This design comes from an exercise in tuning for small area, a short achievable clock period and few clock cycles on the open sky130 flow, not from production work.
The RTL was checked by simulation tests, not by an equivalence proof against the original design.
Power is estimated from default activity; no workload was simulated.

Setup of alpha:
==> flow/design.v <==
module mips_core (
	input         clk,
	input         rst,           
	output [31:0] imem_addr,
	input  [31:0] imem_rdata,
	output [31:0] dmem_addr,
	output [31:0] dmem_wdata,
	output        dmem_we,
	input  [31:0] dmem_rdata,
	output        halt
);
	reg  [9:0]  pc;                  
	reg  [31:0] ir;                  
	reg  [9:0]  tgtD;                
	reg         vD;                  
	reg  [31:0] aX, bX;              
	reg  [15:0] immX;                
	reg  [9:0]  tgtX;                
	reg  [4:0]  rdX;
	reg         weX, swX, beqX, sysX, ldX, lwX, lhX;
	reg         addX, sltX, andX, orX, norX, sllX, srlX;
	reg  [31:0] resM, wdM;           
	reg  [4:0]  rdM;
	reg         weM, swM, sysM, ldM, lwM, lhM;
	wire [31:0] valM, valM2;
	wire [32*31-1:0] rqv;            
	genvar g;
	generate
		for (g = 1; g < 32; g = g + 1) begin : R
			reg [31:0] r;
			always @(posedge clk)
				if (weM && rdM == g) r <= (g < 16) ? valM : valM2;
			assign rqv[32*(g-1) +: 32] = r;
		end
	endgenerate
	wire [31:0] ins = imem_rdata;
	wire beqF  = ins[31:26] == 6'h04;
	wire sameF = beqF & (ins[25:21] == ins[20:16]);    
	wire [9:0] tgtF = pc + 10'd1 + ins[9:0];
	wire [5:0] op = ir[31:26];
	wire [5:0] fn = ir[5:0];
	wire [4:0] rs = ir[25:21];
	wire [4:0] rt = ir[20:16];
	wire [4:0] rd = ir[15:11];
	wire isR    = op == 6'h00;
	wire isAddi = op == 6'h08;
	wire isLw   = op == 6'h23;
	wire isLh   = op == 6'h21;
	wire isLhu  = op == 6'h25;
	wire isSw   = op == 6'h2B;
	wire isBeq  = op == 6'h04;
	wire isLd   = isLw | isLh | isLhu;
	wire isImm  = isAddi | isLd | isSw;
	wire isSys  = ir == 32'h0000000c;
	wire isSub  = isR & (fn == 6'h22 | fn == 6'h2A | fn == 6'h2B);
	wire [4:0] dst = isR ? rd : rt;
	wire weD = (isR | isAddi | isLd) & (dst != 5'd0);
	wire beqSame = isBeq & (rs == rt);           
	wire hitA = weM & (rdM == rs);
	wire hitB = weM & (rdM == rt);
	reg [31:1] selA, selB;
	integer k;
	always @(*)
		for (k = 1; k < 32; k = k + 1) begin
			selA[k] = (rs == k) & ~(weM & (rdM == k));
			selB[k] = (rt == k) & ~(weM & (rdM == k));
		end
	wire [31:0] opA, opB;
	rf_read readA (selA, rqv, hitA, valM, opA);
	rf_read readB (selB, rqv, hitB, valM, opB);
	wire [3:0] immSelQ, subQ;
	genvar y;
	generate
		for (y = 0; y < 4; y = y + 1) begin : DUP
			dff1 immSelR (clk, isImm, immSelQ[y]);
			dff1 subR    (clk, isSub, subQ[y]);
		end
	endgenerate
	wire [31:0] immSelV = {{8{immSelQ[3]}}, {8{immSelQ[2]}}, {8{immSelQ[1]}}, {8{immSelQ[0]}}};
	wire [31:0] subV    = {{8{subQ[3]}}, {8{subQ[2]}}, {8{subQ[1]}}, {8{subQ[0]}}};
	wire        subX    = subQ[0];
	wire [31:0] imm32 = {{16{immX[15]}}, immX};
	wire [31:0] b  = (immSelV & imm32) | (~immSelV & bX);
	wire [31:0] bx = b ^ subV;
	wire [31:0] p0, g0, G, sum;
	wire [31:0] cin = {G[30:0], subX};    
	genvar q;
	generate
		for (q = 0; q < 32; q = q + 1) begin : PG
			xor2_g px (aX[q], bx[q], p0[q]);
			and2_g gx (aX[q], bx[q], g0[q]);
			xor2_g sx (p0[q], cin[q], sum[q]);
		end
	endgenerate
	prefix32 carries (p0, g0, subX, G);
	wire lt = ~G[31];                
	integer i;
	wire [4:0] sh = immX[10:6];
	reg  [31:0] bs, shr;
	wire [31:0] shl = bs << sh;
	always @(*)
		for (i = 0; i < 32; i = i + 1) begin
			bs[i]  = srlX ? bX[31 - i] : bX[i];
			shr[i] = shl[31 - i];
		end
	wire [31:0] orv = p0 | g0;
	wire [31:0] other = ({32{andX}} & g0)
			| ({32{orX}}  & orv)
			| ({32{norX}} & ~orv)
			| ({32{sllX}} & shl)
			| ({32{srlX}} & shr);
	wire [31:0] res;
	generate
		for (q = 0; q < 32; q = q + 1) begin : RS
			if (q == 0)      
				ao221_g r (sltX, lt, addX, sum[q], other[q], res[q]);
			else
				ao21_g r (addX, sum[q], other[q], res[q]);
		end
	endgenerate
	wire takeX = beqX & ~|p0;        
	mem_value valLo (dmem_rdata, resM, ldM, lwM, lhM, valM);
	mem_value valHi (dmem_rdata, resM, ldM, lwM, lhM, valM2);
	wire [9:0] pcNext = takeX ? tgtX :
			    sameF ? tgtF :
			    beqF  ? pc + 10'd3 : pc + 10'd1;
	wire kD = vD & ~takeX;           
	always @(posedge clk or posedge rst) begin
		if (rst) begin
			pc <= 10'd0;
			vD <= 1'b0;
			weX <= 1'b0; swX <= 1'b0; beqX <= 1'b0; sysX <= 1'b0;
			weM <= 1'b0; swM <= 1'b0; sysM <= 1'b0;
		end else begin
			pc <= pcNext;
			vD <= ~takeX;
			weX  <= kD & weD;
			swX  <= kD & isSw;
			beqX <= kD & isBeq & ~beqSame;
			sysX <= kD & isSys;
			weM  <= weX;
			swM  <= swX;
			sysM <= sysX;
		end
	end
	always @(posedge clk) begin
		ir      <= ins;
		tgtD    <= tgtF;
		aX      <= opA;
		bX      <= opB;
		immX    <= ir[15:0];
		tgtX    <= tgtD;
		rdX     <= dst;
		ldX     <= isLd;
		lwX     <= isLw;
		lhX     <= isLh;
		addX    <= isImm | (isR & (fn == 6'h20 | fn == 6'h22));
		sltX    <= isR & (fn == 6'h2A | fn == 6'h2B);
		andX    <= isR & fn == 6'h24;
		orX     <= isR & fn == 6'h25;
		norX    <= isR & fn == 6'h27;
		sllX    <= isR & fn == 6'h00;
		srlX    <= isR & fn == 6'h02;
		resM <= res;
		wdM  <= bX;
		rdM  <= rdX;
		ldM  <= ldX;
		lwM  <= lwX;
		lhM  <= lhX;
	end
	wire [9:0] pcOut;
	dffr10 pcCopy (clk, rst, pcNext, pcOut);
	assign imem_addr  = {20'd0, pcOut, 2'b00};
	assign dmem_addr  = resM;
	assign dmem_wdata = wdM;
	assign dmem_we    = swM;
	assign halt       = sysM;
endmodule
module rf_read (
	input  [31:1]        sel,
	input  [32*31-1:0]   d,
	input                byp,
	input  [31:0]        bv,
	output [31:0]        q
);
	genvar b, t;
	generate
		for (b = 0; b < 32; b = b + 1) begin : B
			wire [10:0] n;       
			for (t = 0; t < 10; t = t + 1) begin : T
				aoi222 g (sel[3*t+1], d[32*(3*t)+b], sel[3*t+2], d[32*(3*t+1)+b],
					  sel[3*t+3], d[32*(3*t+2)+b], n[t]);
			end
			nand2_g  g10 (sel[31], d[32*30+b], n[10]);
			wire o0, o1, o2;     
			nand4_g  h0 (n[0], n[1], n[2], n[3], o0);
			nand4_g  h1 (n[4], n[5], n[6], n[7], o1);
			nand3_g  h2 (n[8], n[9], n[10], o2);
			wire m0, m1;         
			nor2_g   k0 (o0, o1, m0);
			aoi21_g  k1 (byp, bv[b], o2, m1);
			nand2_g  k2 (m0, m1, q[b]);
		end
	endgenerate
endmodule
module aoi222 (
	input  a0, b0, a1, b1, a2, b2,
	output y
);
	assign y = ~((a0 & b0) | (a1 & b1) | (a2 & b2));
endmodule
module aoi21_g (
	input  a0, a1, b,
	output y
);
	assign y = ~((a0 & a1) | b);
endmodule
module nand2_g (
	input  a, b,
	output y
);
	assign y = ~(a & b);
endmodule
module nand3_g (
	input  a, b, c,
	output y
);
	assign y = ~(a & b & c);
endmodule
module nand4_g (
	input  a, b, c, d,
	output y
);
	assign y = ~(a & b & c & d);
endmodule
module nor2_g (
	input  a, b,
	output y
);
	assign y = ~(a | b);
endmodule
module prefix32 (
	input  [31:0] p,
	input  [31:0] g,
	input         c,
	output [31:0] G
);
	reg [31:0] Gs, Ps, Gn, Pn;
	integer l, i, j;
	always @(*) begin
		Gs = g;
		Ps = p;
		Gs[0] = g[0] | (p[0] & c);
		for (l = 0; l < 5; l = l + 1) begin
			Gn = Gs;
			Pn = Ps;
			for (i = 0; i < 32; i = i + 1)
				if ((i >> l) & 1) begin
					j = ((i >> l) << l) - 1;
					Gn[i] = Gs[i] | (Ps[i] & Gs[j]);
					Pn[i] = Ps[i] & Ps[j];
				end
			Gs = Gn;
			Ps = Pn;
		end
	end
	assign G = Gs;
endmodule
module xor2_g (
	input  a, b,
	output y
);
	assign y = a ^ b;
endmodule
module and2_g (
	input  a, b,
	output y
);
	assign y = a & b;
endmodule
module ao21_g (
	input  a0, a1, b,
	output y
);
	assign y = (a0 & a1) | b;
endmodule
module dff1 (
	input      clk,
	input      d,
	output reg q
);
	always @(posedge clk)
		q <= d;
endmodule
module ao221_g (
	input  a0, a1, b0, b1, c,
	output y
);
	assign y = (a0 & a1) | (b0 & b1) | c;
endmodule
module dffr10 (
	input            clk,
	input            rst,
	input      [9:0] d,
	output reg [9:0] q
);
	always @(posedge clk or posedge rst)
		if (rst)
			q <= 10'd0;
		else
			q <= d;
endmodule
module mem_value (
	input  [31:0] d,
	input  [31:0] res,
	input         ld,
	input         lw,
	input         lh,
	output [31:0] v
);
	wire [31:0] ldv = {lw ? d[31:16] : {16{lh & d[15]}}, d[15:0]};
	assign v = ld ? ldv : res;
endmodule
==> flow/config.mk <==
export PLATFORM = sky130hd
export DESIGN_NAME = mips_core
export DESIGN_NICKNAME = mips_core
export VERILOG_FILES = /design/flow/design.v
export SDC_FILE = /design/flow/constraint.sdc
export NUM_CORES = 4
export LEC_CHECK = 0
export CAP_MARGIN = 20
export CORE_MARGIN = 2
export CORE_UTILIZATION = 50
export CTS_CLUSTER_DIAMETER = 120
export CTS_CLUSTER_SIZE = 20
export SLEW_MARGIN = 20
export SYNTH_HIERARCHICAL = 1
export SETUP_SLACK_MARGIN = 6.8
export MATCH_CELL_FOOTPRINT = 0
export BUFFER_PORTS_ARGS = -buffer_cell sky130_fd_sc_hd__buf_2
==> flow/constraint.sdc <==
create_clock -name core_clock -period 10.0 [get_ports {clk}]
set_input_delay 2.0000 -clock core_clock [delete_from_list [all_inputs] [get_ports {clk}]]
set_output_delay 2.0000 -clock core_clock [all_outputs]
set_load 0.01 [all_outputs]
standard.sh (not shown) runs the stock make flow with config.mk's settings and CLKGATE_MAP_FILE= SYNTH_SCRIPT=/design/flow/synth_recipe.tcl, a recipe that flattens the netlist after the stock synthesis.
==> flow/flow/run.sh <==
#!/bin/bash
# Standard layout (the standard.sh, its synthesis unchanged), with:
# - gates allowed to be resized to any footprint;
# - the ports buffered with buf_2 rather than a delay cell.
# The SDC (clock period, I/O delays) is the standard flow's.
cp standard.sh standard_sh.txt.log
cat config.mk > config_in.log
echo "export SETUP_SLACK_MARGIN = 6.8" >> config.mk
echo "export MATCH_CELL_FOOTPRINT = 0" >> config.mk
echo "export BUFFER_PORTS_ARGS = -buffer_cell sky130_fd_sc_hd__buf_2" >> config.mk
bash standard.sh > standard.log 2>&1
Testbench counts of alpha, summed over its fixed seeds: cycles 62,370.
## Diff of input files: beta against alpha
diff --git a/flow/design.v b/flow/design.v
--- a/flow/design.v
+++ b/flow/design.v
@@ -20,18 +20,18 @@
 	reg         weX, swX, beqX, sysX, ldX, lwX, lhX;
 	reg         addX, sltX, andX, orX, norX, sllX, srlX;
 	reg  [31:0] resM, wdM;           
 	reg  [4:0]  rdM;
 	reg         weM, swM, sysM, ldM, lwM, lhM;
-	wire [31:0] valM, valM2;
+	wire [31:0] valM;                
 	wire [32*31-1:0] rqv;            
 	genvar g;
 	generate
 		for (g = 1; g < 32; g = g + 1) begin : R
 			reg [31:0] r;
 			always @(posedge clk)
-				if (weM && rdM == g) r <= (g < 16) ? valM : valM2;
+				if (weM && rdM == g) r <= valM;
 			assign rqv[32*(g-1) +: 32] = r;
 		end
 	endgenerate
 	wire [31:0] ins = imem_rdata;
 	wire beqF  = ins[31:26] == 6'h04;
@@ -102,27 +102,25 @@
 		for (i = 0; i < 32; i = i + 1) begin
 			bs[i]  = srlX ? bX[31 - i] : bX[i];
 			shr[i] = shl[31 - i];
 		end
 	wire [31:0] orv = p0 | g0;
-	wire [31:0] other = ({32{andX}} & g0)
+	wire [31:0] other = {31'd0, sltX & lt}
+			| ({32{andX}} & g0)
 			| ({32{orX}}  & orv)
 			| ({32{norX}} & ~orv)
 			| ({32{sllX}} & shl)
 			| ({32{srlX}} & shr);
 	wire [31:0] res;
 	generate
 		for (q = 0; q < 32; q = q + 1) begin : RS
-			if (q == 0)      
-				ao221_g r (sltX, lt, addX, sum[q], other[q], res[q]);
-			else
-				ao21_g r (addX, sum[q], other[q], res[q]);
+			ao21_g r (addX, sum[q], other[q], res[q]);
 		end
 	endgenerate
 	wire takeX = beqX & ~|p0;        
-	mem_value valLo (dmem_rdata, resM, ldM, lwM, lhM, valM);
-	mem_value valHi (dmem_rdata, resM, ldM, lwM, lhM, valM2);
+	wire [31:0] ldv = {lwM ? dmem_rdata[31:16] : {16{lhM & dmem_rdata[15]}}, dmem_rdata[15:0]};
+	assign valM = ldM ? ldv : resM;
 	wire [9:0] pcNext = takeX ? tgtX :
 			    sameF ? tgtF :
 			    beqF  ? pc + 10'd3 : pc + 10'd1;
 	wire kD = vD & ~takeX;           
 	always @(posedge clk or posedge rst) begin
@@ -166,13 +164,11 @@
 		rdM  <= rdX;
 		ldM  <= ldX;
 		lwM  <= lwX;
 		lhM  <= lhX;
 	end
-	wire [9:0] pcOut;
-	dffr10 pcCopy (clk, rst, pcNext, pcOut);
-	assign imem_addr  = {20'd0, pcOut, 2'b00};
+	assign imem_addr  = {20'd0, pc, 2'b00};
 	assign dmem_addr  = resM;
 	assign dmem_wdata = wdM;
 	assign dmem_we    = swM;
 	assign halt       = sysM;
 endmodule
@@ -290,34 +286,5 @@
 	output reg q
 );
 	always @(posedge clk)
 		q <= d;
 endmodule
-module ao221_g (
-	input  a0, a1, b0, b1, c,
-	output y
-);
-	assign y = (a0 & a1) | (b0 & b1) | c;
-endmodule
-module dffr10 (
-	input            clk,
-	input            rst,
-	input      [9:0] d,
-	output reg [9:0] q
-);
-	always @(posedge clk or posedge rst)
-		if (rst)
-			q <= 10'd0;
-		else
-			q <= d;
-endmodule
-module mem_value (
-	input  [31:0] d,
-	input  [31:0] res,
-	input         ld,
-	input         lw,
-	input         lh,
-	output [31:0] v
-);
-	wire [31:0] ldv = {lw ? d[31:16] : {16{lh & d[15]}}, d[15:0]};
-	assign v = ld ? ldv : res;
-endmodule
==> run notes <==
Taking alpha as the reference, in beta post-synthesis instance area now smaller; peak supply drop rose 35%; design area dropped 580 µm². Final cycle utilization of the critical path, alpha and beta, higher one = alpha. Between alpha and beta, total CTS buffers is lower for alpha, beta comes in above that. beta against alpha: die area has decreased, number of inserted filler cells in the final layout shows a reduction of 2.2%, die span in y saw a decrease, fmax climbed 0.86%. Between alpha and beta, the total internal power is higher for alpha. In the reports for alpha and beta, the smaller wire length of the first global-routing pass belongs to beta.
Testbench counts of beta, summed over its fixed seeds: cycles 62,370.

re-timing with driven ports:
How much do the figures lean on ideal ports? The routed layouts below were timed once more, with nothing changed but the port constraints.
Step 1: set_driving_cell puts a clkbuf_16 on clk and a buf_2 on each other input, an assumption about the parent block.
Step 2 also shifts input and output timing later by t, the mid clock arrival at the registers, as if the neighbouring blocks saw the same clock.
a / b / c = no drivers / after step 1 / after step 2; a / b = the first two.
run	t, ns	setup slack, ns	clock arrival spread, ns	worst register clock-pin slew, ns	worst slew at a driven data input, ns
alpha	0.767	6.617 / 6.657 / 5.890	0.042 / 0.042	0.10 / 0.10	0.09
beta	0.763	6.646 / 6.600 / 5.901	0.040 / 0.040	0.09 / 0.09	0.11
After both steps setup and hold are still met in every run listed. For beta, which loses most, drivers alone change the setup slack by -0.046 ns; drivers and shift together by -0.745 ns.
